Context: an optimization exercise on an open-source flow, tuned for small area. The choices shown serve that exercise and are no tape-out recipe. The RTL was checked by simulation tests, not by an equivalence proof against the original design.

$ cat flow/standard.sh
#!/bin/bash
# synth_recipe.tcl (not shown) runs the flow's synth.tcl, then flattens the netlist and writes it again
# the make line also repeats each setting of config.mk as NAME=value (left out here)
make -C /OpenROAD-flow-scripts/flow DESIGN_CONFIG=/design/flow/config.mk WORK_HOME=/design/flow/orfs CLKGATE_MAP_FILE= SYNTH_SCRIPT=/design/flow/synth_recipe.tcl "${@:-finish}"
$ cat flow/config.mk
export PLATFORM = sky130hd
export DESIGN_NAME = FFT_8pt
export DESIGN_NICKNAME = FFT_8pt
export VERILOG_FILES = /design/flow/design.v
export SDC_FILE = /design/flow/constraint.sdc
export NUM_CORES = 4
export LEC_CHECK = 0
export CAP_MARGIN = 25
export CORE_MARGIN = 2
export CORE_UTILIZATION = 65
export SLEW_MARGIN = 25
export SYNTH_HIERARCHICAL = 1
$ cat flow/constraint.sdc
create_clock -name core_clock -period 16.0 [get_ports {clk}]
set_input_delay 3.2000 -clock core_clock [delete_from_list [all_inputs] [get_ports {clk}]]
set_output_delay 3.2000 -clock core_clock [all_outputs]
set_load 0.01 [all_outputs]
$ cat flow/design.v
`timescale 1ns / 1ps
module FFT_8pt(
    input clk, reset,
    input [11:0] real_in, imag_in,
    input [2:0] addr_real, addr_imag,
    input wr_en_real, wr_en_imag,
    output [23:0] fft_real_out, fft_imag_out
);
    reg [95:0] real_mem, imag_mem;
    reg [2:0] read_addr_real, read_addr_imag;
    integer a;
    always @(posedge clk) begin
        for (a = 0; a < 8; a = a + 1) begin
            if (wr_en_real && addr_real == a) real_mem[a*12 +: 12] <= {~real_in[11], real_in[10:0]};
            if (wr_en_imag && addr_imag == a) imag_mem[a*12 +: 12] <= {~imag_in[11], imag_in[10:0]};
        end
        if (!wr_en_real) read_addr_real <= addr_real;
        if (!wr_en_imag) read_addr_imag <= addr_imag;
    end
    wire [11:0] mr = real_mem[read_addr_real*12 +: 12];
    wire [11:0] mi = imag_mem[read_addr_imag*12 +: 12];
    reg [2:0] k;
    reg run;
    always @(posedge clk or posedge reset) begin
        if (reset) begin
            k <= 3'd0;
            run <= 1'b0;
        end else begin
            k <= k + 3'd1;
            if (k == 3'd7) run <= 1'b1;
        end
    end
    wire sw = k[0] & k[1];
    wire ng = k[2] & ~k[0];
    wire swng = sw | ng;
    wire [11:0] cr, ci;
    genvar gb;
    generate for (gb = 0; gb < 12; gb = gb + 1) begin : rot
        fft_mxn ur(.s(sw), .a(mr[gb]), .b(mi[gb]), .x(ng), .y(cr[gb]));
        fft_mxn ui(.s(sw), .a(mi[gb]), .b(mr[gb]), .x(swng), .y(ci[gb]));
    end endgenerate
    wire ph1 = ~run & ~k[2];         
    wire ph2 = ~run & k[2];          
    wire nph1 = ~ph1, nrun = ~run;
    wire cqr = ph2 & ~k[0];
    wire cqi = ph2 & (~k[0] | k[1]);
    wire cpc = k[0];
    wire ncpc = ~k[0];
    reg [12:0] qrr [0:3];
    reg [12:0] qri [0:3];
    reg [12:1] prr [0:3];
    reg [12:1] pri [0:3];
    wire [12:0] qer, qei;              
    wire [12:1] per, pei;
    integer q;
    always @(posedge clk) begin
        for (q = 0; q < 3; q = q + 1) begin
            qrr[q] <= qrr[q+1];
            qri[q] <= qri[q+1];
            prr[q] <= prr[q+1];
            pri[q] <= pri[q+1];
        end
        qrr[3] <= qer;
        qri[3] <= qei;
        prr[3] <= per;
        pri[3] <= pei;
    end
    wire [12:0] q0r = qrr[0], q0i = qri[0];
    wire [12:1] p0r = prr[0], p0i = pri[0];
    wire c0, c1, c2, c3, c4, c5, c6, c7, c8, c9, c10, c11, c12, c13, c14, c15, c16, c17, c18, c19, c20, c21, c22, c23, c24, c25, c26, c27, c28, c29, c30, c31, c32, c33, c34, c35, c36, c37, c38, c39, c40, c41, c42, c43, c44, c45, c46, c47, c48, c49, c50, c51, c52, c53, c54, c55, c56, c57, c58, c59, c60, c61, c62, c63, c64, c65, c66, c67, c68, c69, c70, c71, c72, c73, c74, c75, c76, c77, c78, c79, c80, c81, c82, c83, c84, c85, c86, c87, c88, c89, c90, c91, c92, c93, c94, c95, c96, c97, c98, c99, c100, c101, c102, c103, c104, c105, c106, c107, c108, c109, c110, c111, c112, c113, c114, c115, c116, c117, c118, c119, c120, c121, c122, c123, c124, c125, c126, c127, c128, c129, c130, c131, c132, c133, c134, c135, c136, c137, c138, c139, c140, c141, c142, c143, c144, c145, c146, c147, c148, c149, c150, c151, c152, c153, c154, c155, c156, c157, c158, c159, c160, c161, c162, c163, c164, c165, c166, c167, c168, c169, c170, c171, c172, c173, c174, c175;
    assign c0 = q0r[0] & nph1;
    assign c1 = q0r[1] & nph1;
    assign c2 = q0r[2] & nph1;
    assign c3 = q0r[3] & nph1;
    assign c4 = q0r[4] & nph1;
    assign c5 = q0r[5] & nph1;
    assign c6 = q0r[6] & nph1;
    assign c7 = q0r[7] & nph1;
    assign c8 = q0r[8] & nph1;
    assign c9 = q0r[9] & nph1;
    assign c10 = q0r[10] & nph1;
    assign c11 = q0r[11] & nph1;
    assign c12 = cr[0] & nrun;
    assign c13 = cr[1] & nrun;
    assign c14 = cr[2] & nrun;
    assign c15 = cr[3] & nrun;
    assign c16 = cr[4] & nrun;
    assign c17 = cr[5] & nrun;
    assign c18 = cr[6] & nrun;
    assign c19 = cr[7] & nrun;
    assign c20 = cr[8] & nrun;
    assign c21 = cr[9] & nrun;
    assign c22 = cr[10] & nrun;
    assign c23 = cr[11] & nrun;
    fft_fa uc24 (.a(c0), .b(c12), .c(cqr), .s(c24), .co(c25));
    fft_fa uc26 (.a(c1), .b(c13), .c(c25), .s(c26), .co(c27));
    fft_fa uc28 (.a(c2), .b(c14), .c(c27), .s(c28), .co(c29));
    fft_fa uc30 (.a(c3), .b(c15), .c(c29), .s(c30), .co(c31));
    fft_fa uc32 (.a(c4), .b(c16), .c(c31), .s(c32), .co(c33));
    fft_fa uc34 (.a(c5), .b(c17), .c(c33), .s(c34), .co(c35));
    fft_fa uc36 (.a(c6), .b(c18), .c(c35), .s(c36), .co(c37));
    fft_fa uc38 (.a(c7), .b(c19), .c(c37), .s(c38), .co(c39));
    fft_fa uc40 (.a(c8), .b(c20), .c(c39), .s(c40), .co(c41));
    fft_fa uc42 (.a(c9), .b(c21), .c(c41), .s(c42), .co(c43));
    fft_fa uc44 (.a(c10), .b(c22), .c(c43), .s(c44), .co(c45));
    fft_fa uc46 (.a(c11), .b(c23), .c(c45), .s(c46), .co(c47));
    assign c48 = q0r[12] & run;
    assign c49 = c48 ^ c47;
    assign c50 = ~q0r[0];
    assign c51 = ~q0r[1];
    assign c52 = ~q0r[2];
    assign c53 = ~q0r[3];
    assign c54 = ~q0r[4];
    assign c55 = ~q0r[5];
    assign c56 = ~q0r[6];
    assign c57 = ~q0r[7];
    assign c58 = ~q0r[8];
    assign c59 = ~q0r[9];
    assign c60 = ~q0r[10];
    assign c61 = ~q0r[11];
    assign c62 = c50 & cr[0];
    assign c63 = c50 | cr[0];
    assign c64 = ncpc & c63;
    assign c65 = c62 | c64;
    fft_fa uc66 (.a(c51), .b(cr[1]), .c(c65), .s(c66), .co(c67));
    fft_fa uc68 (.a(c52), .b(cr[2]), .c(c67), .s(c68), .co(c69));
    fft_fa uc70 (.a(c53), .b(cr[3]), .c(c69), .s(c70), .co(c71));
    fft_fa uc72 (.a(c54), .b(cr[4]), .c(c71), .s(c72), .co(c73));
    fft_fa uc74 (.a(c55), .b(cr[5]), .c(c73), .s(c74), .co(c75));
    fft_fa uc76 (.a(c56), .b(cr[6]), .c(c75), .s(c76), .co(c77));
    fft_fa uc78 (.a(c57), .b(cr[7]), .c(c77), .s(c78), .co(c79));
    fft_fa uc80 (.a(c58), .b(cr[8]), .c(c79), .s(c80), .co(c81));
    fft_fa uc82 (.a(c59), .b(cr[9]), .c(c81), .s(c82), .co(c83));
    fft_fa uc84 (.a(c60), .b(cr[10]), .c(c83), .s(c84), .co(c85));
    fft_fa uc86 (.a(c61), .b(cr[11]), .c(c85), .s(c86), .co(c87));
    assign qer[0] = c24;
    assign qer[1] = c26;
    assign qer[2] = c28;
    assign qer[3] = c30;
    assign qer[4] = c32;
    assign qer[5] = c34;
    assign qer[6] = c36;
    assign qer[7] = c38;
    assign qer[8] = c40;
    assign qer[9] = c42;
    assign qer[10] = c44;
    assign qer[11] = c46;
    assign qer[12] = c49;
    fft_pmx upr1 (.r(run), .p(p0r[1]), .dn(c66), .y(per[1]));
    fft_pmx upr2 (.r(run), .p(p0r[2]), .dn(c68), .y(per[2]));
    fft_pmx upr3 (.r(run), .p(p0r[3]), .dn(c70), .y(per[3]));
    fft_pmx upr4 (.r(run), .p(p0r[4]), .dn(c72), .y(per[4]));
    fft_pmx upr5 (.r(run), .p(p0r[5]), .dn(c74), .y(per[5]));
    fft_pmx upr6 (.r(run), .p(p0r[6]), .dn(c76), .y(per[6]));
    fft_pmx upr7 (.r(run), .p(p0r[7]), .dn(c78), .y(per[7]));
    fft_pmx upr8 (.r(run), .p(p0r[8]), .dn(c80), .y(per[8]));
    fft_pmx upr9 (.r(run), .p(p0r[9]), .dn(c82), .y(per[9]));
    fft_pmx upr10 (.r(run), .p(p0r[10]), .dn(c84), .y(per[10]));
    fft_pmx upr11 (.r(run), .p(p0r[11]), .dn(c86), .y(per[11]));
    fft_pmx upr12 (.r(run), .p(p0r[12]), .dn(c87), .y(per[12]));
    assign c88 = q0i[0] & nph1;
    assign c89 = q0i[1] & nph1;
    assign c90 = q0i[2] & nph1;
    assign c91 = q0i[3] & nph1;
    assign c92 = q0i[4] & nph1;
    assign c93 = q0i[5] & nph1;
    assign c94 = q0i[6] & nph1;
    assign c95 = q0i[7] & nph1;
    assign c96 = q0i[8] & nph1;
    assign c97 = q0i[9] & nph1;
    assign c98 = q0i[10] & nph1;
    assign c99 = q0i[11] & nph1;
    assign c100 = ci[0] & nrun;
    assign c101 = ci[1] & nrun;
    assign c102 = ci[2] & nrun;
    assign c103 = ci[3] & nrun;
    assign c104 = ci[4] & nrun;
    assign c105 = ci[5] & nrun;
    assign c106 = ci[6] & nrun;
    assign c107 = ci[7] & nrun;
    assign c108 = ci[8] & nrun;
    assign c109 = ci[9] & nrun;
    assign c110 = ci[10] & nrun;
    assign c111 = ci[11] & nrun;
    fft_fa uc112 (.a(c88), .b(c100), .c(cqi), .s(c112), .co(c113));
    fft_fa uc114 (.a(c89), .b(c101), .c(c113), .s(c114), .co(c115));
    fft_fa uc116 (.a(c90), .b(c102), .c(c115), .s(c116), .co(c117));
    fft_fa uc118 (.a(c91), .b(c103), .c(c117), .s(c118), .co(c119));
    fft_fa uc120 (.a(c92), .b(c104), .c(c119), .s(c120), .co(c121));
    fft_fa uc122 (.a(c93), .b(c105), .c(c121), .s(c122), .co(c123));
    fft_fa uc124 (.a(c94), .b(c106), .c(c123), .s(c124), .co(c125));
    fft_fa uc126 (.a(c95), .b(c107), .c(c125), .s(c126), .co(c127));
    fft_fa uc128 (.a(c96), .b(c108), .c(c127), .s(c128), .co(c129));
    fft_fa uc130 (.a(c97), .b(c109), .c(c129), .s(c130), .co(c131));
    fft_fa uc132 (.a(c98), .b(c110), .c(c131), .s(c132), .co(c133));
    fft_fa uc134 (.a(c99), .b(c111), .c(c133), .s(c134), .co(c135));
    assign c136 = q0i[12] & run;
    assign c137 = c136 ^ c135;
    assign c138 = ~q0i[0];
    assign c139 = ~q0i[1];
    assign c140 = ~q0i[2];
    assign c141 = ~q0i[3];
    assign c142 = ~q0i[4];
    assign c143 = ~q0i[5];
    assign c144 = ~q0i[6];
    assign c145 = ~q0i[7];
    assign c146 = ~q0i[8];
    assign c147 = ~q0i[9];
    assign c148 = ~q0i[10];
    assign c149 = ~q0i[11];
    assign c150 = c138 & ci[0];
    assign c151 = c138 | ci[0];
    assign c152 = ncpc & c151;
    assign c153 = c150 | c152;
    fft_fa uc154 (.a(c139), .b(ci[1]), .c(c153), .s(c154), .co(c155));
    fft_fa uc156 (.a(c140), .b(ci[2]), .c(c155), .s(c156), .co(c157));
    fft_fa uc158 (.a(c141), .b(ci[3]), .c(c157), .s(c158), .co(c159));
    fft_fa uc160 (.a(c142), .b(ci[4]), .c(c159), .s(c160), .co(c161));
    fft_fa uc162 (.a(c143), .b(ci[5]), .c(c161), .s(c162), .co(c163));
    fft_fa uc164 (.a(c144), .b(ci[6]), .c(c163), .s(c164), .co(c165));
    fft_fa uc166 (.a(c145), .b(ci[7]), .c(c165), .s(c166), .co(c167));
    fft_fa uc168 (.a(c146), .b(ci[8]), .c(c167), .s(c168), .co(c169));
    fft_fa uc170 (.a(c147), .b(ci[9]), .c(c169), .s(c170), .co(c171));
    fft_fa uc172 (.a(c148), .b(ci[10]), .c(c171), .s(c172), .co(c173));
    fft_fa uc174 (.a(c149), .b(ci[11]), .c(c173), .s(c174), .co(c175));
    assign qei[0] = c112;
    assign qei[1] = c114;
    assign qei[2] = c116;
    assign qei[3] = c118;
    assign qei[4] = c120;
    assign qei[5] = c122;
    assign qei[6] = c124;
    assign qei[7] = c126;
    assign qei[8] = c128;
    assign qei[9] = c130;
    assign qei[10] = c132;
    assign qei[11] = c134;
    assign qei[12] = c137;
    fft_pmx upi1 (.r(run), .p(p0i[1]), .dn(c154), .y(pei[1]));
    fft_pmx upi2 (.r(run), .p(p0i[2]), .dn(c156), .y(pei[2]));
    fft_pmx upi3 (.r(run), .p(p0i[3]), .dn(c158), .y(pei[3]));
    fft_pmx upi4 (.r(run), .p(p0i[4]), .dn(c160), .y(pei[4]));
    fft_pmx upi5 (.r(run), .p(p0i[5]), .dn(c162), .y(pei[5]));
    fft_pmx upi6 (.r(run), .p(p0i[6]), .dn(c164), .y(pei[6]));
    fft_pmx upi7 (.r(run), .p(p0i[7]), .dn(c166), .y(pei[7]));
    fft_pmx upi8 (.r(run), .p(p0i[8]), .dn(c168), .y(pei[8]));
    fft_pmx upi9 (.r(run), .p(p0i[9]), .dn(c170), .y(pei[9]));
    fft_pmx upi10 (.r(run), .p(p0i[10]), .dn(c172), .y(pei[10]));
    fft_pmx upi11 (.r(run), .p(p0i[11]), .dn(c174), .y(pei[11]));
    fft_pmx upi12 (.r(run), .p(p0i[12]), .dn(c175), .y(pei[12]));
    wire [2:0] j = k + 3'd1;
    wire [7:0] tab_lp0r = 8'b11110000;
    wire [7:0] tab_lp2r = 8'b00111100;
    wire [7:0] tab_lp0i = 8'b01111000;
    wire [7:0] tab_lp2i = 8'b00011110;
    wire [12:0] br0 = {prr[1], qrr[1][0] ^ tab_lp0r[j]};
    wire [12:0] br2 = {prr[3], qrr[3][0] ^ tab_lp2r[j]};
    wire [12:0] br1 = qrr[2];
    wire [12:0] br3 = qer;
    wire [12:0] bi0 = {pri[1], qri[1][0] ^ tab_lp0i[j]};
    wire [12:0] bi2 = {pri[3], qri[3][0] ^ tab_lp2i[j]};
    wire [12:0] bi1 = qri[2];
    wire [12:0] bi3 = qei;
    wire odd = j[0];
    wire sn = ~j[0] & (j[1] ^ j[2]);
    wire t1 = j[0] & ~j[1];
    wire t3 = j[0] & j[1];
    wire snt1 = (~j[0] & (j[1] ^ j[2])) | (j[0] & ~j[1]);
    wire snt3 = (~j[0] & (j[1] ^ j[2])) | (j[0] & j[1]);
    wire [7:0] tab_cc0r = 8'b11111100;
    wire cc0r = tab_cc0r[j];
    wire [7:0] tab_cc0i = 8'b11111100;
    wire cc0i = tab_cc0i[j];
    wire [7:0] tab_cc1r = 8'b11101110;
    wire cc1r = tab_cc1r[j];
    wire [7:0] tab_cc1i = 8'b01000100;
    wire cc1i = tab_cc1i[j];
    wire [4:0] kc;
    wire [7:0] tab_kc0 = 8'b00100000;
    assign kc[0] = tab_kc0[j];
    wire [7:0] tab_kc1 = 8'b00100100;
    assign kc[1] = tab_kc1[j];
    wire [7:0] tab_kc2 = 8'b10101010;
    assign kc[2] = tab_kc2[j];
    wire [7:0] tab_kc3 = 8'b01010101;
    assign kc[3] = tab_kc3[j];
    wire [7:0] tab_kc4 = 8'b00100110;
    assign kc[4] = tab_kc4[j];
    wire [23:0] yr, yi;
    wire w0, w1, w2, w3, w4, w5, w6, w7, w8, w9, w10, w11, w12, w13, w14, w15, w16, w17, w18, w19, w20, w21, w22, w23, w24, w25, w26, w27, w28, w29, w30, w31, w32, w33, w34, w35, w36, w37, w38, w39, w40, w41, w42, w43, w44, w45, w46, w47, w48, w49, w50, w51, w52, w53, w54, w55, w56, w57, w58, w59, w60, w61, w62, w63, w64, w65, w66, w67, w68, w69, w70, w71, w72, w73, w74, w75, w76, w77, w78, w79, w80, w81, w82, w83, w84, w85, w86, w87, w88, w89, w90, w91, w92, w93, w94, w95, w96, w97, w98, w99, w100, w101, w102, w103, w104, w105, w106, w107, w108, w109, w110, w111, w112, w113, w114, w115, w116, w117, w118, w119, w120, w121, w122, w123, w124, w125, w126, w127, w128, w129, w130, w131, w132, w133, w134, w135, w136, w137, w138, w139, w140, w141, w142, w143, w144, w145, w146, w147, w148, w149, w150, w151, w152, w153, w154, w155, w156, w157, w158, w159, w160, w161, w162, w163, w164, w165, w166, w167, w168, w169, w170, w171, w172, w173, w174, w175, w176, w177, w178, w179, w180, w181, w182, w183, w184, w185, w186, w187, w188, w189, w190, w191, w192, w193, w194, w195, w196, w197, w198, w199, w200, w201, w202, w203, w204, w205, w206, w207, w208, w209, w210, w211, w212, w213, w214, w215, w216, w217, w218, w219, w220, w221, w222, w223, w224, w225, w226, w227, w228, w229, w230, w231, w232, w233, w234, w235, w236, w237, w238, w239, w240, w241, w242, w243, w244, w245, w246, w247, w248, w249, w250, w251, w252, w253, w254, w255, w256, w257, w258, w259, w260, w261, w262, w263, w264, w265, w266, w267, w268, w269, w270, w271, w272, w273, w274, w275, w276, w277, w278, w279, w280, w281, w282, w283, w284, w285, w286, w287, w288, w289, w290, w291, w292, w293, w294, w295, w296, w297, w298, w299, w300, w301, w302, w303, w304, w305, w306, w307, w308, w309, w310, w311, w312, w313, w314, w315, w316, w317, w318, w319, w320, w321, w322, w323, w324, w325, w326, w327, w328, w329, w330, w331, w332, w333, w334, w335, w336, w337, w338, w339, w340, w341, w342, w343, w344, w345, w346, w347, w348, w349, w350, w351, w352, w353, w354, w355, w356, w357, w358, w359, w360, w361, w362, w363, w364, w365, w366, w367, w368, w369, w370, w371, w372, w373, w374, w375, w376, w377, w378, w379, w380, w381, w382, w383, w384, w385, w386, w387, w388, w389, w390, w391, w392, w393, w394, w395, w396, w397, w398, w399, w400, w401, w402, w403, w404, w405, w406, w407, w408, w409, w410, w411, w412, w413, w414, w415, w416, w417, w418, w419, w420, w421, w422, w423, w424, w425, w426, w427, w428, w429, w430, w431, w432, w433, w434, w435, w436, w437, w438, w439, w440, w441, w442, w443, w444, w445, w446, w447, w448, w449, w450, w451, w452, w453, w454, w455, w456, w457, w458, w459, w460, w461, w462, w463, w464, w465, w466, w467, w468, w469, w470, w471, w472, w473, w474, w475, w476, w477, w478, w479, w480, w481, w482, w483, w484, w485, w486, w487, w488, w489, w490, w491, w492, w493, w494, w495, w496, w497, w498, w499, w500, w501, w502, w503, w504, w505, w506, w507, w508, w509, w510, w511, w512, w513, w514, w515, w516, w517, w518, w519, w520, w521, w522, w523, w524, w525, w526, w527, w528, w529, w530, w531, w532, w533, w534, w535, w536, w537, w538, w539, w540, w541, w542, w543, w544, w545, w546, w547, w548, w549, w550, w551, w552, w553, w554, w555, w556, w557, w558, w559, w560, w561, w562, w563, w564, w565, w566, w567, w568, w569, w570, w571, w572, w573, w574, w575, w576, w577, w578, w579, w580, w581, w582, w583, w584, w585, w586, w587, w588, w589, w590, w591, w592, w593, w594, w595, w596, w597, w598, w599, w600, w601, w602, w603, w604, w605, w606, w607, w608;
    fft_fa uw0 (.a(br0[0]), .b(br2[0]), .c(cc0r), .s(w0), .co(w1));
    fft_fa uw2 (.a(br0[1]), .b(br2[1]), .c(w1), .s(w2), .co(w3));
    fft_fa uw4 (.a(br0[2]), .b(br2[2]), .c(w3), .s(w4), .co(w5));
    fft_fa uw6 (.a(br0[3]), .b(br2[3]), .c(w5), .s(w6), .co(w7));
    fft_fa uw8 (.a(br0[4]), .b(br2[4]), .c(w7), .s(w8), .co(w9));
    fft_fa uw10 (.a(br0[5]), .b(br2[5]), .c(w9), .s(w10), .co(w11));
    fft_fa uw12 (.a(br0[6]), .b(br2[6]), .c(w11), .s(w12), .co(w13));
    fft_fa uw14 (.a(br0[7]), .b(br2[7]), .c(w13), .s(w14), .co(w15));
    fft_fa uw16 (.a(br0[8]), .b(br2[8]), .c(w15), .s(w16), .co(w17));
    fft_fa uw18 (.a(br0[9]), .b(br2[9]), .c(w17), .s(w18), .co(w19));
    fft_fa uw20 (.a(br0[10]), .b(br2[10]), .c(w19), .s(w20), .co(w21));
    fft_fa uw22 (.a(br0[11]), .b(br2[11]), .c(w21), .s(w22), .co(w23));
    fft_fa uw24 (.a(br0[12]), .b(br2[12]), .c(w23), .s(w24), .co(w25));
    fft_fa uw26 (.a(bi0[0]), .b(bi2[0]), .c(cc0i), .s(w26), .co(w27));
    fft_fa uw28 (.a(bi0[1]), .b(bi2[1]), .c(w27), .s(w28), .co(w29));
    fft_fa uw30 (.a(bi0[2]), .b(bi2[2]), .c(w29), .s(w30), .co(w31));
    fft_fa uw32 (.a(bi0[3]), .b(bi2[3]), .c(w31), .s(w32), .co(w33));
    fft_fa uw34 (.a(bi0[4]), .b(bi2[4]), .c(w33), .s(w34), .co(w35));
    fft_fa uw36 (.a(bi0[5]), .b(bi2[5]), .c(w35), .s(w36), .co(w37));
    fft_fa uw38 (.a(bi0[6]), .b(bi2[6]), .c(w37), .s(w38), .co(w39));
    fft_fa uw40 (.a(bi0[7]), .b(bi2[7]), .c(w39), .s(w40), .co(w41));
    fft_fa uw42 (.a(bi0[8]), .b(bi2[8]), .c(w41), .s(w42), .co(w43));
    fft_fa uw44 (.a(bi0[9]), .b(bi2[9]), .c(w43), .s(w44), .co(w45));
    fft_fa uw46 (.a(bi0[10]), .b(bi2[10]), .c(w45), .s(w46), .co(w47));
    fft_fa uw48 (.a(bi0[11]), .b(bi2[11]), .c(w47), .s(w48), .co(w49));
    fft_fa uw50 (.a(bi0[12]), .b(bi2[12]), .c(w49), .s(w50), .co(w51));
    assign w52 = ~bi3[0];
    assign w53 = ~bi3[1];
    assign w54 = ~bi3[2];
    assign w55 = ~bi3[3];
    assign w56 = ~bi3[4];
    assign w57 = ~bi3[5];
    assign w58 = ~bi3[6];
    assign w59 = ~bi3[7];
    assign w60 = ~bi3[8];
    assign w61 = ~bi3[9];
    assign w62 = ~bi3[10];
    assign w63 = ~bi3[11];
    assign w64 = ~bi3[12];
    fft_fa uw65 (.a(br1[0]), .b(w52), .c(cc1r), .s(w65), .co(w66));
    fft_fa uw67 (.a(br1[1]), .b(w53), .c(w66), .s(w67), .co(w68));
    fft_fa uw69 (.a(br1[2]), .b(w54), .c(w68), .s(w69), .co(w70));
    fft_fa uw71 (.a(br1[3]), .b(w55), .c(w70), .s(w71), .co(w72));
    fft_fa uw73 (.a(br1[4]), .b(w56), .c(w72), .s(w73), .co(w74));
    fft_fa uw75 (.a(br1[5]), .b(w57), .c(w74), .s(w75), .co(w76));
    fft_fa uw77 (.a(br1[6]), .b(w58), .c(w76), .s(w77), .co(w78));
    fft_fa uw79 (.a(br1[7]), .b(w59), .c(w78), .s(w79), .co(w80));
    fft_fa uw81 (.a(br1[8]), .b(w60), .c(w80), .s(w81), .co(w82));
    fft_fa uw83 (.a(br1[9]), .b(w61), .c(w82), .s(w83), .co(w84));
    fft_fa uw85 (.a(br1[10]), .b(w62), .c(w84), .s(w85), .co(w86));
    fft_fa uw87 (.a(br1[11]), .b(w63), .c(w86), .s(w87), .co(w88));
    fft_fa uw89 (.a(br1[12]), .b(w64), .c(w88), .s(w89), .co(w90));
    fft_fa uw91 (.a(bi1[0]), .b(br3[0]), .c(cc1i), .s(w91), .co(w92));
    fft_fa uw93 (.a(bi1[1]), .b(br3[1]), .c(w92), .s(w93), .co(w94));
    fft_fa uw95 (.a(bi1[2]), .b(br3[2]), .c(w94), .s(w95), .co(w96));
    fft_fa uw97 (.a(bi1[3]), .b(br3[3]), .c(w96), .s(w97), .co(w98));
    fft_fa uw99 (.a(bi1[4]), .b(br3[4]), .c(w98), .s(w99), .co(w100));
    fft_fa uw101 (.a(bi1[5]), .b(br3[5]), .c(w100), .s(w101), .co(w102));
    fft_fa uw103 (.a(bi1[6]), .b(br3[6]), .c(w102), .s(w103), .co(w104));
    fft_fa uw105 (.a(bi1[7]), .b(br3[7]), .c(w104), .s(w105), .co(w106));
    fft_fa uw107 (.a(bi1[8]), .b(br3[8]), .c(w106), .s(w107), .co(w108));
    fft_fa uw109 (.a(bi1[9]), .b(br3[9]), .c(w108), .s(w109), .co(w110));
    fft_fa uw111 (.a(bi1[10]), .b(br3[10]), .c(w110), .s(w111), .co(w112));
    fft_fa uw113 (.a(bi1[11]), .b(br3[11]), .c(w112), .s(w113), .co(w114));
    fft_fa uw115 (.a(bi1[12]), .b(br3[12]), .c(w114), .s(w115), .co(w116));
    fft_mxn uw117 (.s(t1), .a(w65), .b(w91), .x(sn), .y(w117));
    fft_mxn uw118 (.s(t1), .a(w67), .b(w93), .x(sn), .y(w118));
    fft_mxn uw119 (.s(t1), .a(w69), .b(w95), .x(sn), .y(w119));
    fft_mxn uw120 (.s(t1), .a(w71), .b(w97), .x(sn), .y(w120));
    fft_mxn uw121 (.s(t1), .a(w73), .b(w99), .x(sn), .y(w121));
    fft_mxn uw122 (.s(t1), .a(w75), .b(w101), .x(sn), .y(w122));
    fft_mxn uw123 (.s(t1), .a(w77), .b(w103), .x(sn), .y(w123));
    fft_mxn uw124 (.s(t1), .a(w79), .b(w105), .x(sn), .y(w124));
    fft_mxn uw125 (.s(t1), .a(w81), .b(w107), .x(sn), .y(w125));
    fft_mxn uw126 (.s(t1), .a(w83), .b(w109), .x(sn), .y(w126));
    fft_mxn uw127 (.s(t1), .a(w85), .b(w111), .x(sn), .y(w127));
    fft_mxn uw128 (.s(t1), .a(w87), .b(w113), .x(sn), .y(w128));
    fft_mxn uw129 (.s(t1), .a(w89), .b(w115), .x(sn), .y(w129));
    fft_mxn uw130 (.s(t1), .a(w90), .b(w116), .x(sn), .y(w130));
    fft_mxn uw131 (.s(t1), .a(w91), .b(w65), .x(snt1), .y(w131));
    fft_mxn uw132 (.s(t1), .a(w93), .b(w67), .x(snt1), .y(w132));
    fft_mxn uw133 (.s(t1), .a(w95), .b(w69), .x(snt1), .y(w133));
    fft_mxn uw134 (.s(t1), .a(w97), .b(w71), .x(snt1), .y(w134));
    fft_mxn uw135 (.s(t1), .a(w99), .b(w73), .x(snt1), .y(w135));
    fft_mxn uw136 (.s(t1), .a(w101), .b(w75), .x(snt1), .y(w136));
    fft_mxn uw137 (.s(t1), .a(w103), .b(w77), .x(snt1), .y(w137));
    fft_mxn uw138 (.s(t1), .a(w105), .b(w79), .x(snt1), .y(w138));
    fft_mxn uw139 (.s(t1), .a(w107), .b(w81), .x(snt1), .y(w139));
    fft_mxn uw140 (.s(t1), .a(w109), .b(w83), .x(snt1), .y(w140));
    fft_mxn uw141 (.s(t1), .a(w111), .b(w85), .x(snt1), .y(w141));
    fft_mxn uw142 (.s(t1), .a(w113), .b(w87), .x(snt1), .y(w142));
    fft_mxn uw143 (.s(t1), .a(w115), .b(w89), .x(snt1), .y(w143));
    fft_mxn uw144 (.s(t1), .a(w116), .b(w90), .x(snt1), .y(w144));
    assign w145 = w0 ^ sn;
    assign w146 = w2 ^ sn;
    assign w147 = w4 ^ sn;
    assign w148 = w6 ^ sn;
    assign w149 = w8 ^ sn;
    assign w150 = w10 ^ sn;
    assign w151 = w12 ^ sn;
    assign w152 = w14 ^ sn;
    assign w153 = w16 ^ sn;
    assign w154 = w18 ^ sn;
    assign w155 = w20 ^ sn;
    assign w156 = w22 ^ sn;
    assign w157 = w24 ^ sn;
    assign w158 = w25 ^ sn;
    fft_axr uw159 (.a(w26), .g(odd), .x(t3), .y(w159));
    fft_axr uw160 (.a(w28), .g(odd), .x(t3), .y(w160));
    fft_axr uw161 (.a(w30), .g(odd), .x(t3), .y(w161));
    fft_axr uw162 (.a(w32), .g(odd), .x(t3), .y(w162));
    fft_axr uw163 (.a(w34), .g(odd), .x(t3), .y(w163));
    fft_axr uw164 (.a(w36), .g(odd), .x(t3), .y(w164));
    fft_axr uw165 (.a(w38), .g(odd), .x(t3), .y(w165));
    fft_axr uw166 (.a(w40), .g(odd), .x(t3), .y(w166));
    fft_axr uw167 (.a(w42), .g(odd), .x(t3), .y(w167));
    fft_axr uw168 (.a(w44), .g(odd), .x(t3), .y(w168));
    fft_axr uw169 (.a(w46), .g(odd), .x(t3), .y(w169));
    fft_axr uw170 (.a(w48), .g(odd), .x(t3), .y(w170));
    fft_axr uw171 (.a(w50), .g(odd), .x(t3), .y(w171));
    fft_axr uw172 (.a(w51), .g(odd), .x(t3), .y(w172));
    fft_fa uw173 (.a(w145), .b(w159), .c(snt3), .s(w173), .co(w174));
    fft_fa uw175 (.a(w146), .b(w160), .c(w174), .s(w175), .co(w176));
    fft_fa uw177 (.a(w147), .b(w161), .c(w176), .s(w177), .co(w178));
    fft_fa uw179 (.a(w148), .b(w162), .c(w178), .s(w179), .co(w180));
    fft_fa uw181 (.a(w149), .b(w163), .c(w180), .s(w181), .co(w182));
    fft_fa uw183 (.a(w150), .b(w164), .c(w182), .s(w183), .co(w184));
    fft_fa uw185 (.a(w151), .b(w165), .c(w184), .s(w185), .co(w186));
    fft_fa uw187 (.a(w152), .b(w166), .c(w186), .s(w187), .co(w188));
    fft_fa uw189 (.a(w153), .b(w167), .c(w188), .s(w189), .co(w190));
    fft_fa uw191 (.a(w154), .b(w168), .c(w190), .s(w191), .co(w192));
    fft_fa uw193 (.a(w155), .b(w169), .c(w192), .s(w193), .co(w194));
    fft_fa uw195 (.a(w156), .b(w170), .c(w194), .s(w195), .co(w196));
    fft_fa uw197 (.a(w157), .b(w171), .c(w196), .s(w197), .co(w198));
    fft_fa uw199 (.a(w158), .b(w172), .c(w198), .s(w199), .co(w200));
    assign w201 = w26 ^ sn;
    assign w202 = w28 ^ sn;
    assign w203 = w30 ^ sn;
    assign w204 = w32 ^ sn;
    assign w205 = w34 ^ sn;
    assign w206 = w36 ^ sn;
    assign w207 = w38 ^ sn;
    assign w208 = w40 ^ sn;
    assign w209 = w42 ^ sn;
    assign w210 = w44 ^ sn;
    assign w211 = w46 ^ sn;
    assign w212 = w48 ^ sn;
    assign w213 = w50 ^ sn;
    assign w214 = w51 ^ sn;
    fft_axr uw215 (.a(w0), .g(odd), .x(t1), .y(w215));
    fft_axr uw216 (.a(w2), .g(odd), .x(t1), .y(w216));
    fft_axr uw217 (.a(w4), .g(odd), .x(t1), .y(w217));
    fft_axr uw218 (.a(w6), .g(odd), .x(t1), .y(w218));
    fft_axr uw219 (.a(w8), .g(odd), .x(t1), .y(w219));
    fft_axr uw220 (.a(w10), .g(odd), .x(t1), .y(w220));
    fft_axr uw221 (.a(w12), .g(odd), .x(t1), .y(w221));
    fft_axr uw222 (.a(w14), .g(odd), .x(t1), .y(w222));
    fft_axr uw223 (.a(w16), .g(odd), .x(t1), .y(w223));
    fft_axr uw224 (.a(w18), .g(odd), .x(t1), .y(w224));
    fft_axr uw225 (.a(w20), .g(odd), .x(t1), .y(w225));
    fft_axr uw226 (.a(w22), .g(odd), .x(t1), .y(w226));
    fft_axr uw227 (.a(w24), .g(odd), .x(t1), .y(w227));
    fft_axr uw228 (.a(w25), .g(odd), .x(t1), .y(w228));
    fft_fa uw229 (.a(w201), .b(w215), .c(snt1), .s(w229), .co(w230));
    fft_fa uw231 (.a(w202), .b(w216), .c(w230), .s(w231), .co(w232));
    fft_fa uw233 (.a(w203), .b(w217), .c(w232), .s(w233), .co(w234));
    fft_fa uw235 (.a(w204), .b(w218), .c(w234), .s(w235), .co(w236));
    fft_fa uw237 (.a(w205), .b(w219), .c(w236), .s(w237), .co(w238));
    fft_fa uw239 (.a(w206), .b(w220), .c(w238), .s(w239), .co(w240));
    fft_fa uw241 (.a(w207), .b(w221), .c(w240), .s(w241), .co(w242));
    fft_fa uw243 (.a(w208), .b(w222), .c(w242), .s(w243), .co(w244));
    fft_fa uw245 (.a(w209), .b(w223), .c(w244), .s(w245), .co(w246));
    fft_fa uw247 (.a(w210), .b(w224), .c(w246), .s(w247), .co(w248));
    fft_fa uw249 (.a(w211), .b(w225), .c(w248), .s(w249), .co(w250));
    fft_fa uw251 (.a(w212), .b(w226), .c(w250), .s(w251), .co(w252));
    fft_fa uw253 (.a(w213), .b(w227), .c(w252), .s(w253), .co(w254));
    fft_fa uw255 (.a(w214), .b(w228), .c(w254), .s(w255), .co(w256));
    assign w257 = w173 & odd;
    assign w258 = w175 & odd;
    assign w259 = w177 & odd;
    assign w260 = w179 & odd;
    assign w261 = w181 & odd;
    assign w262 = w183 & odd;
    assign w263 = w185 & odd;
    assign w264 = w187 & odd;
    assign w265 = w189 & odd;
    assign w266 = w191 & odd;
    assign w267 = w193 & odd;
    assign w268 = w195 & odd;
    assign w269 = w197 & odd;
    assign w270 = w199 & odd;
    assign w271 = w200 & odd;
    fft_ha uw272 (.a(w259), .b(w257), .s(w272), .co(w273));
    fft_fa uw274 (.a(w260), .b(w258), .c(w273), .s(w274), .co(w275));
    fft_fa uw276 (.a(w261), .b(w259), .c(w275), .s(w276), .co(w277));
    fft_fa uw278 (.a(w262), .b(w260), .c(w277), .s(w278), .co(w279));
    fft_fa uw280 (.a(w263), .b(w261), .c(w279), .s(w280), .co(w281));
    fft_fa uw282 (.a(w264), .b(w262), .c(w281), .s(w282), .co(w283));
    fft_fa uw284 (.a(w265), .b(w263), .c(w283), .s(w284), .co(w285));
    fft_fa uw286 (.a(w266), .b(w264), .c(w285), .s(w286), .co(w287));
    fft_fa uw288 (.a(w267), .b(w265), .c(w287), .s(w288), .co(w289));
    fft_fa uw290 (.a(w268), .b(w266), .c(w289), .s(w290), .co(w291));
    fft_fa uw292 (.a(w269), .b(w267), .c(w291), .s(w292), .co(w293));
    fft_fa uw294 (.a(w270), .b(w268), .c(w293), .s(w294), .co(w295));
    fft_fa uw296 (.a(w271), .b(w269), .c(w295), .s(w296), .co(w297));
    fft_ha uw298 (.a(w270), .b(w297), .s(w298), .co(w299));
    fft_ha uw300 (.a(w271), .b(w299), .s(w300), .co(w301));
    assign w302 = ~w257;
    assign w303 = ~w258;
    assign w304 = ~w272;
    assign w305 = ~w274;
    assign w306 = ~w276;
    assign w307 = ~w278;
    assign w308 = ~w280;
    assign w309 = ~w282;
    assign w310 = ~w284;
    assign w311 = ~w286;
    assign w312 = ~w288;
    assign w313 = ~w290;
    assign w314 = ~w292;
    assign w315 = ~w294;
    assign w316 = ~w296;
    assign w317 = ~w298;
    assign w318 = ~w300;
    assign w319 = ~w301;
    assign w320 = ~(w276 ^ w302);
    assign w321 = w276 | w302;
    fft_fa uw322 (.a(w278), .b(w303), .c(kc[0]), .s(w322), .co(w323));
    fft_fa uw324 (.a(w280), .b(w304), .c(kc[0]), .s(w324), .co(w325));
    fft_fa uw326 (.a(w282), .b(w305), .c(w325), .s(w326), .co(w327));
    fft_fa uw328 (.a(w117), .b(w173), .c(w284), .s(w328), .co(w329));
    fft_fa uw330 (.a(w306), .b(kc[1]), .c(w327), .s(w330), .co(w331));
    fft_fa uw332 (.a(w118), .b(w175), .c(w286), .s(w332), .co(w333));
    fft_fa uw334 (.a(w307), .b(w329), .c(w331), .s(w334), .co(w335));
    fft_fa uw336 (.a(w119), .b(w177), .c(w288), .s(w336), .co(w337));
    fft_fa uw338 (.a(w308), .b(w333), .c(w335), .s(w338), .co(w339));
    fft_fa uw340 (.a(w120), .b(w179), .c(w290), .s(w340), .co(w341));
    fft_fa uw342 (.a(w309), .b(w337), .c(w339), .s(w342), .co(w343));
    fft_fa uw344 (.a(w121), .b(w181), .c(w292), .s(w344), .co(w345));
    fft_fa uw346 (.a(w310), .b(w341), .c(w343), .s(w346), .co(w347));
    fft_fa uw348 (.a(w122), .b(w183), .c(w294), .s(w348), .co(w349));
    fft_fa uw350 (.a(w311), .b(w345), .c(w347), .s(w350), .co(w351));
    fft_fa uw352 (.a(w123), .b(w185), .c(w296), .s(w352), .co(w353));
    fft_fa uw354 (.a(w312), .b(kc[2]), .c(w349), .s(w354), .co(w355));
    fft_fa uw356 (.a(w351), .b(w352), .c(w354), .s(w356), .co(w357));
    fft_fa uw358 (.a(w124), .b(w187), .c(w298), .s(w358), .co(w359));
    fft_fa uw360 (.a(w313), .b(kc[2]), .c(w353), .s(w360), .co(w361));
    fft_fa uw362 (.a(w355), .b(w357), .c(w358), .s(w362), .co(w363));
    fft_fa uw364 (.a(w125), .b(w189), .c(w300), .s(w364), .co(w365));
    fft_fa uw366 (.a(w314), .b(w359), .c(w361), .s(w366), .co(w367));
    fft_fa uw368 (.a(w363), .b(w364), .c(w366), .s(w368), .co(w369));
    fft_fa uw370 (.a(w126), .b(w191), .c(w301), .s(w370), .co(w371));
    fft_fa uw372 (.a(w315), .b(kc[2]), .c(w365), .s(w372), .co(w373));
    fft_fa uw374 (.a(w367), .b(w369), .c(w370), .s(w374), .co(w375));
    fft_fa uw376 (.a(w127), .b(w193), .c(w316), .s(w376), .co(w377));
    fft_fa uw378 (.a(w371), .b(w373), .c(w375), .s(w378), .co(w379));
    fft_fa uw380 (.a(w128), .b(w195), .c(w317), .s(w380), .co(w381));
    fft_fa uw382 (.a(w377), .b(w379), .c(w380), .s(w382), .co(w383));
    fft_fa uw384 (.a(w129), .b(w197), .c(w318), .s(w384), .co(w385));
    fft_fa uw386 (.a(kc[2]), .b(w381), .c(w383), .s(w386), .co(w387));
    fft_fa uw388 (.a(w130), .b(w199), .c(w319), .s(w388), .co(w389));
    fft_fa uw390 (.a(kc[2]), .b(w385), .c(w387), .s(w390), .co(w391));
    fft_fa uw392 (.a(w200), .b(kc[2]), .c(w389), .s(w392), .co(w393));
    fft_ha uw394 (.a(w258), .b(kc[0]), .s(w394), .co(w395));
    fft_ha uw396 (.a(w272), .b(w395), .s(w396), .co(w397));
    fft_fa uw398 (.a(w274), .b(kc[0]), .c(w397), .s(w398), .co(w399));
    fft_ha uw400 (.a(w320), .b(w399), .s(w400), .co(w401));
    fft_fa uw402 (.a(w321), .b(w322), .c(w401), .s(w402), .co(w403));
    fft_fa uw404 (.a(w323), .b(w324), .c(w403), .s(w404), .co(w405));
    fft_ha uw406 (.a(w326), .b(w405), .s(w406), .co(w407));
    fft_fa uw408 (.a(w328), .b(w330), .c(w407), .s(w408), .co(w409));
    fft_fa uw410 (.a(w332), .b(w334), .c(w409), .s(w410), .co(w411));
    fft_fa uw412 (.a(w336), .b(w338), .c(w411), .s(w412), .co(w413));
    fft_fa uw414 (.a(w340), .b(w342), .c(w413), .s(w414), .co(w415));
    fft_fa uw416 (.a(w344), .b(w346), .c(w415), .s(w416), .co(w417));
    fft_fa uw418 (.a(w348), .b(w350), .c(w417), .s(w418), .co(w419));
    fft_ha uw420 (.a(w356), .b(w419), .s(w420), .co(w421));
    fft_fa uw422 (.a(w360), .b(w362), .c(w421), .s(w422), .co(w423));
    fft_ha uw424 (.a(w368), .b(w423), .s(w424), .co(w425));
    fft_fa uw426 (.a(w372), .b(w374), .c(w425), .s(w426), .co(w427));
    fft_fa uw428 (.a(w376), .b(w378), .c(w427), .s(w428), .co(w429));
    fft_ha uw430 (.a(w382), .b(w429), .s(w430), .co(w431));
    fft_fa uw432 (.a(w384), .b(w386), .c(w431), .s(w432), .co(w433));
    fft_fa uw434 (.a(w388), .b(w390), .c(w433), .s(w434), .co(w435));
    fft_fa uw436 (.a(w391), .b(w392), .c(w435), .s(w436), .co(w437));
    fft_fa uw438 (.a(kc[3]), .b(w393), .c(w437), .s(w438), .co(w439));
    assign w440 = w229 & odd;
    assign w441 = w231 & odd;
    assign w442 = w233 & odd;
    assign w443 = w235 & odd;
    assign w444 = w237 & odd;
    assign w445 = w239 & odd;
    assign w446 = w241 & odd;
    assign w447 = w243 & odd;
    assign w448 = w245 & odd;
    assign w449 = w247 & odd;
    assign w450 = w249 & odd;
    assign w451 = w251 & odd;
    assign w452 = w253 & odd;
    assign w453 = w255 & odd;
    assign w454 = w256 & odd;
    fft_ha uw455 (.a(w442), .b(w440), .s(w455), .co(w456));
    fft_fa uw457 (.a(w443), .b(w441), .c(w456), .s(w457), .co(w458));
    fft_fa uw459 (.a(w444), .b(w442), .c(w458), .s(w459), .co(w460));
    fft_fa uw461 (.a(w445), .b(w443), .c(w460), .s(w461), .co(w462));
    fft_fa uw463 (.a(w446), .b(w444), .c(w462), .s(w463), .co(w464));
    fft_fa uw465 (.a(w447), .b(w445), .c(w464), .s(w465), .co(w466));
    fft_fa uw467 (.a(w448), .b(w446), .c(w466), .s(w467), .co(w468));
    fft_fa uw469 (.a(w449), .b(w447), .c(w468), .s(w469), .co(w470));
    fft_fa uw471 (.a(w450), .b(w448), .c(w470), .s(w471), .co(w472));
    fft_fa uw473 (.a(w451), .b(w449), .c(w472), .s(w473), .co(w474));
    fft_fa uw475 (.a(w452), .b(w450), .c(w474), .s(w475), .co(w476));
    fft_fa uw477 (.a(w453), .b(w451), .c(w476), .s(w477), .co(w478));
    fft_fa uw479 (.a(w454), .b(w452), .c(w478), .s(w479), .co(w480));
    fft_ha uw481 (.a(w453), .b(w480), .s(w481), .co(w482));
    fft_ha uw483 (.a(w454), .b(w482), .s(w483), .co(w484));
    assign w485 = ~w440;
    assign w486 = ~w441;
    assign w487 = ~w455;
    assign w488 = ~w457;
    assign w489 = ~w459;
    assign w490 = ~w461;
    assign w491 = ~w463;
    assign w492 = ~w465;
    assign w493 = ~w467;
    assign w494 = ~w469;
    assign w495 = ~w471;
    assign w496 = ~w473;
    assign w497 = ~w475;
    assign w498 = ~w477;
    assign w499 = ~w479;
    assign w500 = ~w481;
    assign w501 = ~w483;
    assign w502 = ~w484;
    assign w503 = ~(w459 ^ w485);
    assign w504 = w459 | w485;
    fft_fa uw505 (.a(w461), .b(w486), .c(w504), .s(w505), .co(w506));
    fft_fa uw507 (.a(w463), .b(w487), .c(w506), .s(w507), .co(w508));
    fft_fa uw509 (.a(w465), .b(w488), .c(w508), .s(w509), .co(w510));
    fft_fa uw511 (.a(w131), .b(w229), .c(w467), .s(w511), .co(w512));
    fft_fa uw513 (.a(w489), .b(kc[4]), .c(w510), .s(w513), .co(w514));
    fft_fa uw515 (.a(w132), .b(w231), .c(w469), .s(w515), .co(w516));
    fft_fa uw517 (.a(w490), .b(w512), .c(w514), .s(w517), .co(w518));
    fft_fa uw519 (.a(w133), .b(w233), .c(w471), .s(w519), .co(w520));
    fft_fa uw521 (.a(w491), .b(w516), .c(w518), .s(w521), .co(w522));
    fft_fa uw523 (.a(w134), .b(w235), .c(w473), .s(w523), .co(w524));
    fft_fa uw525 (.a(w492), .b(w520), .c(w522), .s(w525), .co(w526));
    fft_fa uw527 (.a(w135), .b(w237), .c(w475), .s(w527), .co(w528));
    fft_fa uw529 (.a(w493), .b(w524), .c(w526), .s(w529), .co(w530));
    fft_fa uw531 (.a(w136), .b(w239), .c(w477), .s(w531), .co(w532));
    fft_fa uw533 (.a(w494), .b(w528), .c(w530), .s(w533), .co(w534));
    fft_fa uw535 (.a(w137), .b(w241), .c(w479), .s(w535), .co(w536));
    fft_fa uw537 (.a(w495), .b(kc[2]), .c(w532), .s(w537), .co(w538));
    fft_fa uw539 (.a(w534), .b(w535), .c(w537), .s(w539), .co(w540));
    fft_fa uw541 (.a(w138), .b(w243), .c(w481), .s(w541), .co(w542));
    fft_fa uw543 (.a(w496), .b(kc[2]), .c(w536), .s(w543), .co(w544));
    fft_fa uw545 (.a(w538), .b(w540), .c(w541), .s(w545), .co(w546));
    fft_fa uw547 (.a(w139), .b(w245), .c(w483), .s(w547), .co(w548));
    fft_fa uw549 (.a(w497), .b(w542), .c(w544), .s(w549), .co(w550));
    fft_fa uw551 (.a(w546), .b(w547), .c(w549), .s(w551), .co(w552));
    fft_fa uw553 (.a(w140), .b(w247), .c(w484), .s(w553), .co(w554));
    fft_fa uw555 (.a(w498), .b(kc[2]), .c(w548), .s(w555), .co(w556));
    fft_fa uw557 (.a(w550), .b(w552), .c(w553), .s(w557), .co(w558));
    fft_fa uw559 (.a(w141), .b(w249), .c(w499), .s(w559), .co(w560));
    fft_fa uw561 (.a(w554), .b(w556), .c(w558), .s(w561), .co(w562));
    fft_fa uw563 (.a(w142), .b(w251), .c(w500), .s(w563), .co(w564));
    fft_fa uw565 (.a(w560), .b(w562), .c(w563), .s(w565), .co(w566));
    fft_fa uw567 (.a(w143), .b(w253), .c(w501), .s(w567), .co(w568));
    fft_fa uw569 (.a(kc[2]), .b(w564), .c(w566), .s(w569), .co(w570));
    fft_fa uw571 (.a(w144), .b(w255), .c(w502), .s(w571), .co(w572));
    fft_fa uw573 (.a(kc[2]), .b(w568), .c(w570), .s(w573), .co(w574));
    fft_fa uw575 (.a(w256), .b(kc[2]), .c(w572), .s(w575), .co(w576));
    fft_ha uw577 (.a(w511), .b(w513), .s(w577), .co(w578));
    fft_fa uw579 (.a(w515), .b(w517), .c(w578), .s(w579), .co(w580));
    fft_fa uw581 (.a(w519), .b(w521), .c(w580), .s(w581), .co(w582));
    fft_fa uw583 (.a(w523), .b(w525), .c(w582), .s(w583), .co(w584));
    fft_fa uw585 (.a(w527), .b(w529), .c(w584), .s(w585), .co(w586));
    fft_fa uw587 (.a(w531), .b(w533), .c(w586), .s(w587), .co(w588));
    fft_ha uw589 (.a(w539), .b(w588), .s(w589), .co(w590));
    fft_fa uw591 (.a(w543), .b(w545), .c(w590), .s(w591), .co(w592));
    fft_ha uw593 (.a(w551), .b(w592), .s(w593), .co(w594));
    fft_fa uw595 (.a(w555), .b(w557), .c(w594), .s(w595), .co(w596));
    fft_fa uw597 (.a(w559), .b(w561), .c(w596), .s(w597), .co(w598));
    fft_ha uw599 (.a(w565), .b(w598), .s(w599), .co(w600));
    fft_fa uw601 (.a(w567), .b(w569), .c(w600), .s(w601), .co(w602));
    fft_fa uw603 (.a(w571), .b(w573), .c(w602), .s(w603), .co(w604));
    fft_fa uw605 (.a(w574), .b(w575), .c(w604), .s(w605), .co(w606));
    fft_fa uw607 (.a(kc[3]), .b(w576), .c(w606), .s(w607), .co(w608));
    assign yr[0] = w257;
    assign yr[1] = w394;
    assign yr[2] = w396;
    assign yr[3] = w398;
    assign yr[4] = w400;
    assign yr[5] = w402;
    assign yr[6] = w404;
    assign yr[7] = w406;
    assign yr[8] = w408;
    assign yr[9] = w410;
    assign yr[10] = w412;
    assign yr[11] = w414;
    assign yr[12] = w416;
    assign yr[13] = w418;
    assign yr[14] = w420;
    assign yr[15] = w422;
    assign yr[16] = w424;
    assign yr[17] = w426;
    assign yr[18] = w428;
    assign yr[19] = w430;
    assign yr[20] = w432;
    assign yr[21] = w434;
    assign yr[22] = w436;
    assign yr[23] = w438;
    assign yi[0] = w440;
    assign yi[1] = w441;
    assign yi[2] = w455;
    assign yi[3] = w457;
    assign yi[4] = w503;
    assign yi[5] = w505;
    assign yi[6] = w507;
    assign yi[7] = w509;
    assign yi[8] = w577;
    assign yi[9] = w579;
    assign yi[10] = w581;
    assign yi[11] = w583;
    assign yi[12] = w585;
    assign yi[13] = w587;
    assign yi[14] = w589;
    assign yi[15] = w591;
    assign yi[16] = w593;
    assign yi[17] = w595;
    assign yi[18] = w597;
    assign yi[19] = w599;
    assign yi[20] = w601;
    assign yi[21] = w603;
    assign yi[22] = w605;
    assign yi[23] = w607;
    reg [23:0] out_r, out_i;
    always @(posedge clk) begin
        out_r <= yr;
        out_i <= yi;
    end
    assign fft_real_out = out_r;
    assign fft_imag_out = out_i;
endmodule
module fft_fa(input a, b, c, output s, co);
    assign s = a ^ b ^ c;
    assign co = (a & b) | (a & c) | (b & c);
endmodule
module fft_mxn(input s, a, b, x, output y);
    assign y = (s ? b : a) ^ x;
endmodule
module fft_pmx(input r, p, dn, output y);
    assign y = ~(r ? p : dn);
endmodule
module fft_axr(input a, g, x, output y);
    assign y = (a & g) ^ x;
endmodule
module fft_ha(input a, b, output s, co);
    assign s = a ^ b;
    assign co = a & b;
endmodule
$ cat flow/flow/downsize.tcl
# Set every combinational cell to the smallest-area drive strength of the
# same cell, and let placement's repair_design and repair_timing size back up
# what the layout needs.
set db [ord::get_db]
set block [ord::get_db_block]
set n 0
foreach inst [$block getInsts] {
  set m [$inst getMaster]
  set name [$m getName]
  if {![regexp {^(sky130_fd_sc_hd__[a-z0-9]+)_([0-9]+)$} $name -> base drv]} { continue }
  if {[string match "*__df*" $base] || [string match "*__edf*" $base] \
      || [string match "*clk*" $base] || [string match "*conb*" $base]} { continue }
  set best $m
  set barea [expr {[$m getWidth] * [$m getHeight]}]
  foreach d {0 1 2} {
    set c [$db findMaster ${base}_$d]
    if {$c == "NULL" || $c == ""} { continue }
    set a [expr {[$c getWidth] * [$c getHeight]}]
    if {$a < $barea} { set best $c; set barea $a }
  }
  if {$best != $m} {
    $inst swapMaster $best
    incr n
  }
}
puts "downsize.tcl: $n instances resized"
$ cat flow/flow/run.sh
#!/bin/bash
# Standard layout, with these changes: ports are buffered with the smallest
# buffer; the clock tree uses clkbuf_4 leaves and no dummy loads; buffers
# that synthesis added are removed and its upsized cells set back to drive 1
# after floorplanning (repair_design and repair_timing resize as needed).
set -euo pipefail
export BUFFER_PORTS_ARGS="-buffer_cell sky130_fd_sc_hd__buf_1"
export CTS_ARGS="-sink_clustering_enable -repair_clock_nets -dont_use_dummy_load -sink_clustering_size 9 -sink_clustering_max_diameter 45 -buf_list sky130_fd_sc_hd__clkbuf_4 -root_buf sky130_fd_sc_hd__clkbuf_8"
export REMOVE_ABC_BUFFERS=1
export POST_FLOORPLAN_TCL="$PWD/flow/downsize.tcl"
export RECOVER_POWER=50
bash standard.sh > standard.log 2>&1
==> reports/results.txt, run 1 <==
Max incr delay on CP = 0.58 ns
Distinct cell type count after synthesis = 25
Status = failed layout checks
Min-Delay Path Class = flip-flop to flip-flop
Crit. Startpoint = k[0]
CP startpoint kind = flip-flop
CP delay by family, top = adder cells
All-Layer GR Usage = 23.42%
DR vias/cell = 5.410
YS warnings = 11
Drt drc = 0
Mapped cell area = 20880 um2
Initial core utilization = 66.01%
Post-synth top area share = 28.47%
CP Buf/Inv Count = 2
Met1 GRT Util = 31.01%
Pin count of the biggest net entering global routing = 50
Global route total overflow = 0
Routed WL = 36470 um
Synth area leaders = edfxtp_1, fa_1, dfxtp_1, mux4_1, xnor2_1
Number of synthesized register bits = 450
Ys flop type = dfxtp_1
Num ports = 82
TNS Setup = 0 ns
Worst Hold Depth = 0
Synthesized area per cell = 16.60 um2
Multi-input gate area = 9233 um2
Tcrit/Tclk final = 93.87%
Layout cells sized above 1 = 11.65%
Busiest grt layer = met2
DP HPWL = 27480 um
Vias in the first global route = 10770
Fin nets = 1713
DRT iter0 DRCs = 452
Area of the die = 33580 um2
Global-route wire length before repair = 58690 um
Antenna-violating nets left = 0
Grt met2 use = 39.73%
Relative slew margins = -36.30%
RSZ-0062 raised after global routing = no
Failed Checks = max-capacitance violations, max-slew violations
H-tree levels = 2
Register area share after synthesis = 52.73%
Die height = 183.2 um
Max Freq = 66.58 MHz
Worst hold endpoint = qrr[2][10]
CTS sink count = 450
Fin util = 69.73%
Worst path most repeated cell = fa_1
Root buffer cell = clkbuf_8
Cells after Synth = 1258
Core Box Area = 31640 um2
Final hold vios = 0
Max cap viols = 1
Crit path kind = flip-flop to flip-flop
Leading area contributor after synthesis = edfxtp_1
Setup Fix Bufs, Post-CTS = 0
# diodes = 0
Routability Congestion = 0.8338
Num CTS Buffers = 58
Pre-CTS WS = 0.9011 ns
CTS tree = built
Clk buf depth = 3
Final worst slack = 0.9805 ns
Worst Min Path Start = qrr[3][10]
WL/cell = 20.25 um
Clk Latency, worst-skew pair = 0.61 ns
Pins Over Slew Limit = 25
Tmin final = 15.02 ns
Vias = 9743
Worst-margin pin slew = 2.044 ns
# setup viols final = 0
Share of synthesized registers carrying an async set or reset = 0.8889%
FF-to-FF End = out_r[23]
Post-CTS resize count = 0
DRT Pass-1 Iters = 5
Number of port buffers = 81
Data required, critical path = 16.46 ns
Post-Route Skew = 0.04454 ns
Area Overhead vs Synth = 5.632%
Max FO, Critical Path = 49
# rows = 65
Worst R2R Setup Slack = 0.98 ns
Reg2reg start = k[0]
Die width = 183.2 um
Initial antenna violation count = 0
CTS Hold Bufs = 0
CP arrival = 15.48 ns
Fill cells = 2160
Min Hold Slack = 0.3008 ns
Crit end category = flip-flop
M3 GR Usage = 4.647%
Reg clk slew, reported paths = 0.10 ns
R2R cell count = 38
FF+latch area = 11010 um2
CP max stage cell = fa_1
Number of flops mapped to enable cells by yosys = 198
==> placed cells by master (no fill, tap or decap), drive strengths merged <==
| cell type | Yosys | routed |
|---|---|---|
| o21ai | 1 | 1 |
| nor2 | 39 | 39 |
| a21oi | 2 | 2 |
| ha | 28 | 28 |
| edfxtp | 198 | 198 |
| maj3 | 2 | 2 |
| nor2b | 53 | 53 |
| mux2i | 76 | 76 |
| mux2 | 24 | 24 |
| buf | 13 | 85 |
| nor3b | 1 | 1 |
| xnor2 | 112 | 112 |
| fa | 250 | 250 |
| nand2b | 10 | 10 |
| or2 | 1 | 1 |
| nor3 | 4 | 4 |
| xor2 | 2 | 2 |
| clkbuf | 13 | 82 |
| dfrtp | 4 | 4 |
| inv | 89 | 89 |
| nand2 | 40 | 40 |
| mux4 | 48 | 48 |
| dfxtp | 248 | 248 |
==> per-module statistics from Yosys, one instance, submodules excluded <==
| module | flip-flops and latches | cell area (um2) |
|---|---|---|
| fft_pmx | 0 | 10.01 |
| fft_axr | 0 | 12.51 |
| fft_fa | 0 | 20.02 |
| FFT_8pt | 450 | 14100 |
| fft_ha | 0 | 12.51 |
| fft_mxn | 0 | 18.77 |
==> how the worst max path moves through the flow <==
| stage | end | slack, ns | depth (start not counted) |
|---|---|---|---|
| floorplan | out_i[23] | 0.44 | 32 |
| global placement | out_r[23] | 1.08 | 38 |
| detailed placement | out_r[23] | 0.90 | 38 |
| CTS | out_r[23] | 0.87 | 38 |
| global route | out_r[23] | 0.45 | 38 |
| finish | out_r[23] | 0.98 | 38 |
==> state kept, by name, summed over array words and instances (netlist names) <==
| signal | count |
|---|---|
| prr | 48 |
| qrr | 52 |
| qri | 52 |
| imag_mem | 96 |
| out_i | 24 |
| run | 1 |
| read_addr_imag | 3 |
| real_mem | 96 |
| k | 3 |
| pri | 48 |
| read_addr_real | 3 |
| out_r | 24 |
==> synth_stat cells, types with 24 or more instances <==
library cell,n
dfxtp_1,248
edfxtp_1,198
fa_1,250
ha_1,28
inv_1,89
mux2_2,24
mux2i_1,76
mux4_1,43
nand2_1,40
nor2_1,39
nor2b_1,53
xnor2_1,112
==> worst register-to-register path: cells and delay by family, from the launching register on <==
kind,cells,cell delay [ns]
adders and majority gates,30,12.92
buffers and inverters,2,0.63
and+or+nand+nor,3,0.38
DFF,1,0.48
AOI/OAI and AO/OA,1,0.16
xor gates and xnor gates,2,0.31
==> final cells by class <==
cell class                 count  share of cell area [%]
clock buffer                  58                   2.116
inverter                      89                   1.514
multi-input combinational    693                   41.85
sequential                   450                   49.92
tap                          402                   2.280
timing repair buffer         109                   2.314
==> layer usage <==
layer | wire (um) | part of all wire (%)
met5 | 0 | 0
met4 | 867 | 2.4
met3 | 1635 | 4.5
met2 | 18330 | 50
met1 | 15640 | 43
==> stage by stage <==
step / area (um2) / std cells
after floorplan: 20730 / 1232
after global placement: 21590 / 1743
after detailed placement: 21590 / 1743
after CTS: 22060 / 1801
after global routing: 22060 / 1801
final: 22060 / 1801
==> kinds of logic after synthesis <==
kind of cell	count (synthesis)	synth area share, %
xor gates and xnor gates	114	4.781
AOI/OAI and AO/OA	3	0.07188
muxes	148	10.89
DFF	450	52.73
buffers and inverters	115	2.325
adders and majority gates	280	25.74
and+or+nand+nor	148	3.469
==> run 2: changes to the inputs <==
==> flow/flow/run.sh (replaced) <==
#!/bin/bash
# Standard layout, with these changes: ports are buffered with the smallest
# buffer; the clock tree uses clkbuf_8 leaves and no dummy loads; buffers
# that synthesis added are removed and its upsized cells set back to drive 1
# after floorplanning (repair_design and repair_timing resize as needed).
set -euo pipefail
export BUFFER_PORTS_ARGS="-buffer_cell sky130_fd_sc_hd__buf_1"
export CTS_ARGS="-sink_clustering_enable -repair_clock_nets -dont_use_dummy_load -sink_clustering_size 16 -sink_clustering_max_diameter 80 -buf_list sky130_fd_sc_hd__clkbuf_8 -root_buf sky130_fd_sc_hd__clkbuf_16"
export REMOVE_ABC_BUFFERS=1
export POST_FLOORPLAN_TCL="$PWD/flow/downsize.tcl"
bash standard.sh > standard.log 2>&1
--- a/flow/config.mk
+++ b/flow/config.mk
@@ -5,8 +5,8 @@
 export SDC_FILE = /design/flow/constraint.sdc
 export NUM_CORES = 4
 export LEC_CHECK = 0
-export CAP_MARGIN = 25
+export CAP_MARGIN = 10
 export CORE_MARGIN = 2
 export CORE_UTILIZATION = 65
-export SLEW_MARGIN = 25
+export SLEW_MARGIN = 10
 export SYNTH_HIERARCHICAL = 1
==> run 2 against run 1 <==
Net effect:
- the run now finishes clean
- die area unchanged
- synthesized cell count stayed put
- utilization increased by 0.19 points
- critical path type unchanged
- critical endpoint unchanged
- highest routed layer unchanged
==> reports/results.txt, run 2 <==
TNS Setup = 0 ns (unchanged)
Area Overhead vs Synth = 5.914% (was 5.632%)
# setup viols final = 0 (unchanged)
Synthesized area per cell = 16.60 um2 (unchanged)
Top-count cell post-synth = fa_1 (unchanged)
Commonest cells after routing, fill and taps aside = fa_1, dfxtp_1, edfxtp_1 (unchanged)
Post-Route Skew = 0.04376 ns (was 0.04454 ns)
Num ports = 82 (unchanged)
Worst Min Path Start = qri[3][11] (was qrr[3][10])
Distinct cell type count after synthesis = 25 (unchanged)
Final instance area = 22120 um2 (was 22060 um2)
DRT iter0 DRCs = 480 (was 452)
All-Layer GR Usage = 22.94% (was 23.42%)
Initial antenna violation count = 0 (unchanged)
Post-CTS resize count = 0 (unchanged)
# rows = 65 (unchanged)
Area of the die = 33580 um2 (unchanged)
WL/cell = 20.42 um (was 20.25 um)
Status = no timing/DRC/antenna violations (was failed layout checks)
Leading area contributor after synthesis = edfxtp_1 (unchanged)
DP HPWL = 27480 um (unchanged)
Share of synthesized registers carrying an async set or reset = 0.8889% (unchanged)
Min-Delay Path Class = flip-flop to flip-flop (unchanged)
DR vias/cell = 5.406 (was 5.410)
Synth area leaders = edfxtp_1, fa_1, dfxtp_1, mux4_1, xnor2_1 (unchanged)
Data required, critical path = 16.38 ns (was 16.46 ns)
Fin nets = 1689 (was 1713)
# diodes = 0 (unchanged)
Vias = 9607 (was 9743)
Worst Hold Depth = 0 (unchanged)
Routed WL = 36290 um (was 36470 um)
Max incr delay on CP = 0.58 ns (about the same)
CTS sink count = 450 (unchanged)
Initial core utilization = 66.01% (unchanged)
Die height = 183.2 um (unchanged)
CP arrival = 15.35 ns (was 15.48 ns)
Routability Congestion = 0.8338 (unchanged)
Antenna-violating nets left = 0 (unchanged)
Ys flop type = dfxtp_1 (unchanged)
Register area share after synthesis = 52.73% (unchanged)
Reg2reg start = k[0] (unchanged)
Layout cells sized above 1 = 10.11% (was 11.65%)
CP delay by family, top = adder cells (unchanged)
Post-synth top cells = fa_1, dfxtp_1, edfxtp_1, xnor2_1, inv_1 (unchanged)
Final worst slack = 1.030 ns (was 0.9805 ns)
[run 2: how the worst max path moves through the flow]
| stage | from | to | slack, ns | cells after the start |
|---|---|---|---|---|
| 6_report | k[0] | out_r[23] | 1.03 | 38 |
| 5_1_grt | k[0] | out_r[23] | 0.49 | 38 |
| 4_1_cts | k[0] | out_r[23] | 0.91 | 38 |
| 3_5_place_dp | k[0] | out_r[23] | 0.90 | 38 |
| 3_3_place_gp | k[0] | out_r[23] | 1.08 | 38 |
| 2_1_floorplan | k[0] | out_i[23] | 0.44 | 32 |
[run 2: modules after synthesis, one instance, submodules excluded]
module   cells  flops+latches  area [um2]
fft_fa       1              0       20.02
fft_axr      2              0       12.51
fft_pmx      1              0       10.01
FFT_8pt    807            450       14100
fft_ha       1              0       12.51
fft_mxn      2              0       18.77
[run 2: per-layer routing]
layer  routed length, um  share of wire (%)  track usage [%]
met2               18550                 51            39.80
met1               15690                 43            31.06
met5                   0                  0                0
met4                 835                2.3            6.144
met3                1210                3.3            2.998
[run 2: through the flow]
step	utilization [%]	hold slack [ns]	std cells
3_3_place_gp	68.25	0.3098	1743
5_1_grt	69.91	0.3306	1777
2_1_floorplan	-	0.3096	1232
3_5_place_dp	68.25	0.3121	1743
4_1_cts	69.91	0.3213	1777
6_report	69.91	0.3247	1777
[run 2: area by class of cell]
type / instances / area, um2 / area share, %
well taps: 402 / 503.0 / 2.274
multi-input cells: 693 / 9230 / 41.73
inverters: 89 / 334.1 / 1.510
flip-flops and latches: 450 / 11010 / 49.79
repair buffers: 109 / 514.2 / 2.325
clock buffers: 34 / 524.3 / 2.370
[run 2: cells by family (layout without fill, tap and decap cells)]
group	Yosys count	after routing	share of synthesized area, %
adders and majority gates	280	280	25.74
AOI/OAI and AO/OA	3	3	0.07188
muxes	148	148	10.89
DFF	450	450	52.73
xor gates and xnor gates	114	114	4.781
and+or+nand+nor	148	148	3.469
buffers and inverters	115	232	2.325

[re-timing with driven ports]
The flow's constraints put no driver on any port. The routed layouts listed below were extracted and timed again, unchanged, in two steps. Step 1: set_driving_cell puts a clkbuf_16 on clk and a buf_2 on each other input, an assumption about the parent block. Step 2 times the ports against the registers' clock, not the clock port: input delays grow and output delays shrink by t, the midpoint of the rising clock arrivals with the driver on. Three values: ideal, step 1, step 2; two values: the first two.
| run | t, ns | setup WS [ns] | worst hold slack (ns) |
|---|---|---|---|
| run 1 | 0.639 | 0.980 / 0.980 / 0.980 | 0.301 / 0.301 / 0.301 |
| run 2 | 0.530 | 1.030 / 1.030 / 1.030 | 0.325 / 0.325 / 0.325 |
